Context: an optimization exercise on an open-source flow, tuned for small area and a short achievable clock period. The choices shown serve that exercise and are no tape-out recipe. Only simulation tests tie the RTL to the original design; equivalence was not proved. No driver is modelled on the clock port, so clocking that relies on it looks cheaper here than on a real chip. Power is estimated from default activity; no workload was simulated.

## Lowpass
module Lowpass(input clk, input rst, input en, input [15:0] in, output [15:0] out);
For scale: roughly 740 cells after synthesis, ~35 I/O pins.
Settings: LEC_CHECK=0, CAP_MARGIN=20, CORE_MARGIN=2, CORE_UTILIZATION=60, CTS_BUF_LIST=sky130_fd_sc_hd__clkbuf_16, CTS_CLUSTER_DIAMETER=100, CTS_CLUSTER_SIZE=30, SETUP_SLACK_MARGIN=5, SLEW_MARGIN=20; clock period 10.0 ns.
standard.sh (not shown) runs the stock make flow with config.mk's settings and CLKGATE_MAP_FILE= SYNTH_SCRIPT=/design/flow/synth_recipe.tcl, a recipe that flattens the netlist after the stock synthesis.
==> flow/flow/run.sh <==
#!/bin/bash
# The standard layout, with a larger setup margin for timing repair, stronger
# port buffers, the en and out pins placed together (flow/pins.tcl), and
# flow/fix_en.tcl run before CTS and after CTS's timing repair (see that
# file); the repair after global routing is skipped so that it keeps that
# structure. make's output goes to flow_make.log; each step's log is under
# orfs/logs.
set -euo pipefail
bash standard.sh SETUP_SLACK_MARGIN=6 "BUFFER_PORTS_ARGS=-buffer_cell sky130_fd_sc_hd__buf_2" \
  "PRE_IO_PLACEMENT_TCL=$PWD/flow/pins.tcl" \
  "PRE_CTS_TCL=$PWD/flow/fix_en.tcl" "POST_CTS_TCL=$PWD/flow/fix_en.tcl" SKIP_INCREMENTAL_REPAIR=1 \
  FIX_EN_BUF=sky130_fd_sc_hd__buf_4 FIX_EN_INV=sky130_fd_sc_hd__inv_4 \
  finish > flow_make.log 2>&1
==> flow/flow/fix_en.tcl <==
# Run as ORFS's PRE_CTS_TCL hook, on the placed design before CTS, and again
# as its POST_CTS_TCL hook, after CTS's timing repair.
# en reaches the output through one gate (out = en & sum), but the gates sit
# deep in en's large fanout tree (the enables of all window registers), and
# timing repair then grows that whole tree to speed up the en -> out path.
# Here the gates' en inputs are taken from the en port buffer directly (or
# from one inverter on it, where the gate wants en inverted), and everything
# else the port buffer drove is put behind one new buffer.
set block [ord::get_db_block]
set en_net [[$block findBTerm en] getNet]
set ibuf ""
foreach it [$en_net getITerms] {
  if {[string match input* [[$it getInst] getName]]} { set ibuf [$it getInst] }
}
if {$ibuf eq ""} { puts "fix_en: no port buffer on en"; return }
set root_net [[$ibuf findITerm X] getNet]
puts "fix_en: port buffer [$ibuf getName], net [$root_net getName]"

# a name not yet used in the block
proc fresh {kind base} {
  set block [ord::get_db_block]
  set k 0
  while {[$block find$kind ${base}_$k] ne "NULL"} { incr k }
  return ${base}_$k
}
proc master_of {inst} { return [[$inst getMaster] getName] }
proc is_buf {inst} { return [regexp {__(buf|bufbuf|clkbuf)_[0-9]+$} [master_of $inst]] }
proc is_inv {inst} { return [regexp {__(inv|clkinv)_[0-9]+$} [master_of $inst]] }
proc in_net {inst} {
  foreach it [$inst getITerms] { if {[$it isInputSignal]} { return [$it getNet] } }
  return ""
}
proc out_net {inst} {
  foreach it [$inst getITerms] { if {[$it isOutputSignal]} { return [$it getNet] } }
  return ""
}
proc driver {net} {
  foreach it [$net getITerms] { if {[$it isOutputSignal]} { return [$it getInst] } }
  return ""
}
# parity of inversions from root_net to net through buffers and inverters, or -1
proc parity {net root_net} {
  set par 0
  for {set k 0} {$k < 12} {incr k} {
    if {$net eq $root_net} { return $par }
    set d [driver $net]
    if {$d eq ""} { return -1 }
    if {[is_inv $d]} { set par [expr {1 - $par}] } elseif {![is_buf $d]} { return -1 }
    set net [in_net $d]
    if {$net eq "" || $net eq "NULL"} { return -1 }
  }
  return -1
}

set loc [$ibuf getLocation]
set inv_net ""
set gates {}
set old_drivers {}
foreach bt [$block getBTerms] {
  if {![string match out* [$bt getName]]} continue
  set obuf [driver [$bt getNet]]
  if {$obuf eq "" || ![is_buf $obuf]} continue
  set gate [driver [in_net $obuf]]
  if {$gate eq "" || [is_buf $gate] || [is_inv $gate]} continue
  foreach it [$gate getITerms] {
    if {![$it isInputSignal]} continue
    set n [$it getNet]
    if {$n eq "NULL"} continue
    if {$n eq $root_net} { lappend gates [$gate getName]; continue }
    if {$inv_net ne "" && $n eq $inv_net} { lappend gates [$gate getName]; continue }
    set par [parity $n $root_net]
    if {$par < 0} continue
    lappend old_drivers [driver $n]
    $it disconnect
    if {$par == 0} {
      $it connect $root_net
    } else {
      if {$inv_net eq ""} {
        set inv [odb::dbInst_create $block [[ord::get_db] findMaster $::env(FIX_EN_INV)] [fresh Inst fix_en_inv]]
        set inv_net [odb::dbNet_create $block [fresh Net fix_en_inv_net]]
        [$inv findITerm A] connect $root_net
        [$inv findITerm Y] connect $inv_net
        $inv setLocation [lindex $loc 0] [lindex $loc 1]
        $inv setPlacementStatus PLACED
      }
      $it connect $inv_net
    }
    lappend gates [$gate getName]
  }
}
puts "fix_en: [llength $gates] output gate inputs moved: $gates"

# remove buffers and inverters left without loads (repeatedly, up the tree);
# instances are tracked by name, since a removed one must not be touched
set names [lsort -unique [lmap d $old_drivers {$d getName}]]
set again 1
while {$again} {
  set again 0
  foreach name $names {
    set d [$block findInst $name]
    if {$d eq "NULL" || $d eq ""} continue
    if {![is_buf $d] && ![is_inv $d]} continue
    if {$name eq [$ibuf getName]} continue
    set o [out_net $d]
    if {$o ne "" && $o ne "NULL" && [llength [$o getITerms]] == 1 && [llength [$o getBTerms]] == 0} {
      puts "fix_en: removing unloaded $name"
      set up [driver [in_net $d]]
      foreach it [$d getITerms] { $it disconnect }
      odb::dbInst_destroy $d
      odb::dbNet_destroy $o
      if {$up ne ""} { lappend names [$up getName] }
      set again 1
    }
  }
  set names [lsort -unique $names]
}

# everything else on root_net goes behind one new buffer
set others {}
foreach it [$root_net getITerms] {
  if {[$it isOutputSignal]} continue
  set inst [$it getInst]
  if {[lsearch -exact $gates [$inst getName]] >= 0} continue
  if {$inv_net ne "" && $inst eq $inv} continue
  lappend others $it
}
puts "fix_en: [llength $others] other loads go behind a new buffer"
if {[llength $others] > 1} {
  set b [odb::dbInst_create $block [[ord::get_db] findMaster $::env(FIX_EN_BUF)] [fresh Inst fix_en_buf]]
  set bnet [odb::dbNet_create $block [fresh Net fix_en_net]]
  [$b findITerm A] connect $root_net
  [$b findITerm X] connect $bnet
  foreach it $others { $it disconnect; $it connect $bnet }
  $b setLocation [lindex $loc 0] [lindex $loc 1]
  $b setPlacementStatus PLACED
}
global_connect
detailed_placement
estimate_parasitics -placement
report_checks -path_delay max -fields {fanout cap slew} -digits 3 -group_path_count 2
==> flow/flow/pins.tcl <==
# Run as ORFS's PRE_IO_PLACEMENT_TCL hook, before place_pins: keep the en pin
# and the pins of out[9:0], which en gates, together on the die's edge, so the
# en -> out wires stay short.
set_io_pin_constraint -group -order -pin_names {out[0] out[1] out[2] out[3] out[4] en out[5] out[6] out[7] out[8] out[9]}
The baseline went through all stages and came out clean.
Rerun with:
Settings changed: PLACE_DENSITY set to 0.8.
=> Hold slack is better by 3.1 ps. First-iteration DRC count hardly moves. Sequential power stays flat. Wire length rose by 4.3%. Via count hardly moves. Cell area is about the same. Setup slack loses 13 ps. Power came out higher by 0.40%. Area after synthesis does not change.
Rerun with:
==> flow/flow/run.sh (replaced) <==
#!/bin/bash
# The standard layout, with a larger setup margin for timing repair, stronger
# port buffers, and flow/fix_en.tcl run before CTS and after CTS's timing
# repair (see that file); the repair after global routing is skipped so that
# it keeps that structure. make's output goes to flow_make.log; each step's
# log is under orfs/logs.
set -euo pipefail
bash standard.sh SETUP_SLACK_MARGIN=6 "BUFFER_PORTS_ARGS=-buffer_cell sky130_fd_sc_hd__buf_2" \
  "PRE_CTS_TCL=$PWD/flow/fix_en.tcl" "POST_CTS_TCL=$PWD/flow/fix_en.tcl" SKIP_INCREMENTAL_REPAIR=1 \
  FIX_EN_BUF=sky130_fd_sc_hd__buf_4 FIX_EN_INV=sky130_fd_sc_hd__inv_4 \
  finish > flow_make.log 2>&1
--- a/flow/flow/fix_en.tcl
+++ b/flow/flow/fix_en.tcl
@@ -66,7 +66,5 @@
     if {![$it isInputSignal]} continue
     set n [$it getNet]
-    if {$n eq "NULL"} continue
-    if {$n eq $root_net} { lappend gates [$gate getName]; continue }
-    if {$inv_net ne "" && $n eq $inv_net} { lappend gates [$gate getName]; continue }
+    if {$n eq "NULL" || $n eq $root_net} continue
     set par [parity $n $root_net]
     if {$par < 0} continue
@@ -126,5 +124,5 @@
 }
 puts "fix_en: [llength $others] other loads go behind a new buffer"
-if {[llength $others] > 1} {
+if {[llength $others] > 0} {
   set b [odb::dbInst_create $block [[ord::get_db] findMaster $::env(FIX_EN_BUF)] [fresh Inst fix_en_buf]]
   set bnet [odb::dbNet_create $block [fresh Net fix_en_net]]
Settings changed: PLACE_DENSITY 0.8 to unset.
removed: flow/flow/pins.tcl
Effect: Global-route usage grows by 0.45 points. Routed wire length decreases by 0.48%. Via count is higher by 1.1%.
Rerun with:
==> flow/flow/run.sh (replaced) <==
#!/bin/bash
# The standard layout, with a larger setup margin for timing repair, stronger
# port buffers, the en and out pins placed together (flow/pins.tcl), and
# flow/fix_en.tcl run before CTS and after CTS's timing repair (see that
# file); the repair after global routing is skipped so that it keeps that
# structure. make's output goes to flow_make.log; each step's log is under
# orfs/logs.
set -euo pipefail
bash standard.sh SETUP_SLACK_MARGIN=5.65 "BUFFER_PORTS_ARGS=-buffer_cell sky130_fd_sc_hd__buf_2" \
  "PRE_IO_PLACEMENT_TCL=$PWD/flow/pins.tcl" \
  "PRE_CTS_TCL=$PWD/flow/fix_en.tcl" "POST_CTS_TCL=$PWD/flow/fix_en.tcl" SKIP_INCREMENTAL_REPAIR=1 \
  FIX_EN_BUF=sky130_fd_sc_hd__buf_4 FIX_EN_INV=sky130_fd_sc_hd__inv_4 \
  finish > flow_make.log 2>&1
--- a/flow/flow/fix_en.tcl
+++ b/flow/flow/fix_en.tcl
@@ -66,5 +66,7 @@
     if {![$it isInputSignal]} continue
     set n [$it getNet]
-    if {$n eq "NULL" || $n eq $root_net} continue
+    if {$n eq "NULL"} continue
+    if {$n eq $root_net} { lappend gates [$gate getName]; continue }
+    if {$inv_net ne "" && $n eq $inv_net} { lappend gates [$gate getName]; continue }
     set par [parity $n $root_net]
     if {$par < 0} continue
@@ -124,5 +126,5 @@
 }
 puts "fix_en: [llength $others] other loads go behind a new buffer"
-if {[llength $others] > 0} {
+if {[llength $others] > 1} {
   set b [odb::dbInst_create $block [[ord::get_db] findMaster $::env(FIX_EN_BUF)] [fresh Inst fix_en_buf]]
   set bnet [odb::dbNet_create $block [fresh Net fix_en_net]]
@@ -134,4 +136,6 @@
 }
 global_connect
+estimate_parasitics -placement
+repair_design -slew_margin $::env(SLEW_MARGIN) -cap_margin $::env(CAP_MARGIN)
 detailed_placement
 estimate_parasitics -placement
==> flow/flow/pins.tcl (new file) <==
# Run as ORFS's PRE_IO_PLACEMENT_TCL hook, before place_pins: keep the en pin
# and the pins of out[9:0], which en gates, together on the die's edge, so the
# en -> out wires stay short.
set_io_pin_constraint -group -order -pin_names {out[0] out[1] out[2] out[3] out[4] en out[5] out[6] out[7] out[8] out[9]}
Settings changed: CTS_CLUSTER_DIAMETER 100 to 80, CTS_CLUSTER_SIZE 30 to 32, PLACE_DENSITY set to 0.8.
Critical path depth shrinks by 1.
Via count fell slightly.
Clock skew is about the same.
Routed wire length went down slightly.
Sequential power is about the same.
Clock power decreases slightly.
Worst setup slack gets better by 230 ps.
Cell area barely changes.
Global-route usage falls by 0.62 points.
Area after synthesis does not change.
First-iteration DRC count grows by about a fifth.

-- static timing again, ports no longer ideal --
Ports are ideal in the flow. The routed layouts listed here were re-timed in OpenROAD.
Step 1 assumes that a clkbuf_16 drives the clock port and a buf_2 every other input.
Step 2, shift: input delay + t, output delay - t, t = (earliest + latest rising clock arrival at the registers) / 2. This alone moves slack from input paths to output paths.
a / b / c = no drivers / after step 1 / after step 2; a / b = the first two.
run	t, ns	slack for setup (ns)	worst data-port slew with drivers (ns)
the first run	0.589	5.646 / 5.541 / 5.055	0.14
the second run	0.571	5.632 / 5.530 / 5.230	0.13
the third run	0.583	5.417 / 5.223 / 5.223	0.20
the fourth run	0.576	5.643 / 5.532 / 5.118	0.13
After both steps every run listed still meets setup and hold. The setup slack of the first run, which loses most, moves by -0.105 ns with the drivers and by -0.591 ns with both steps.
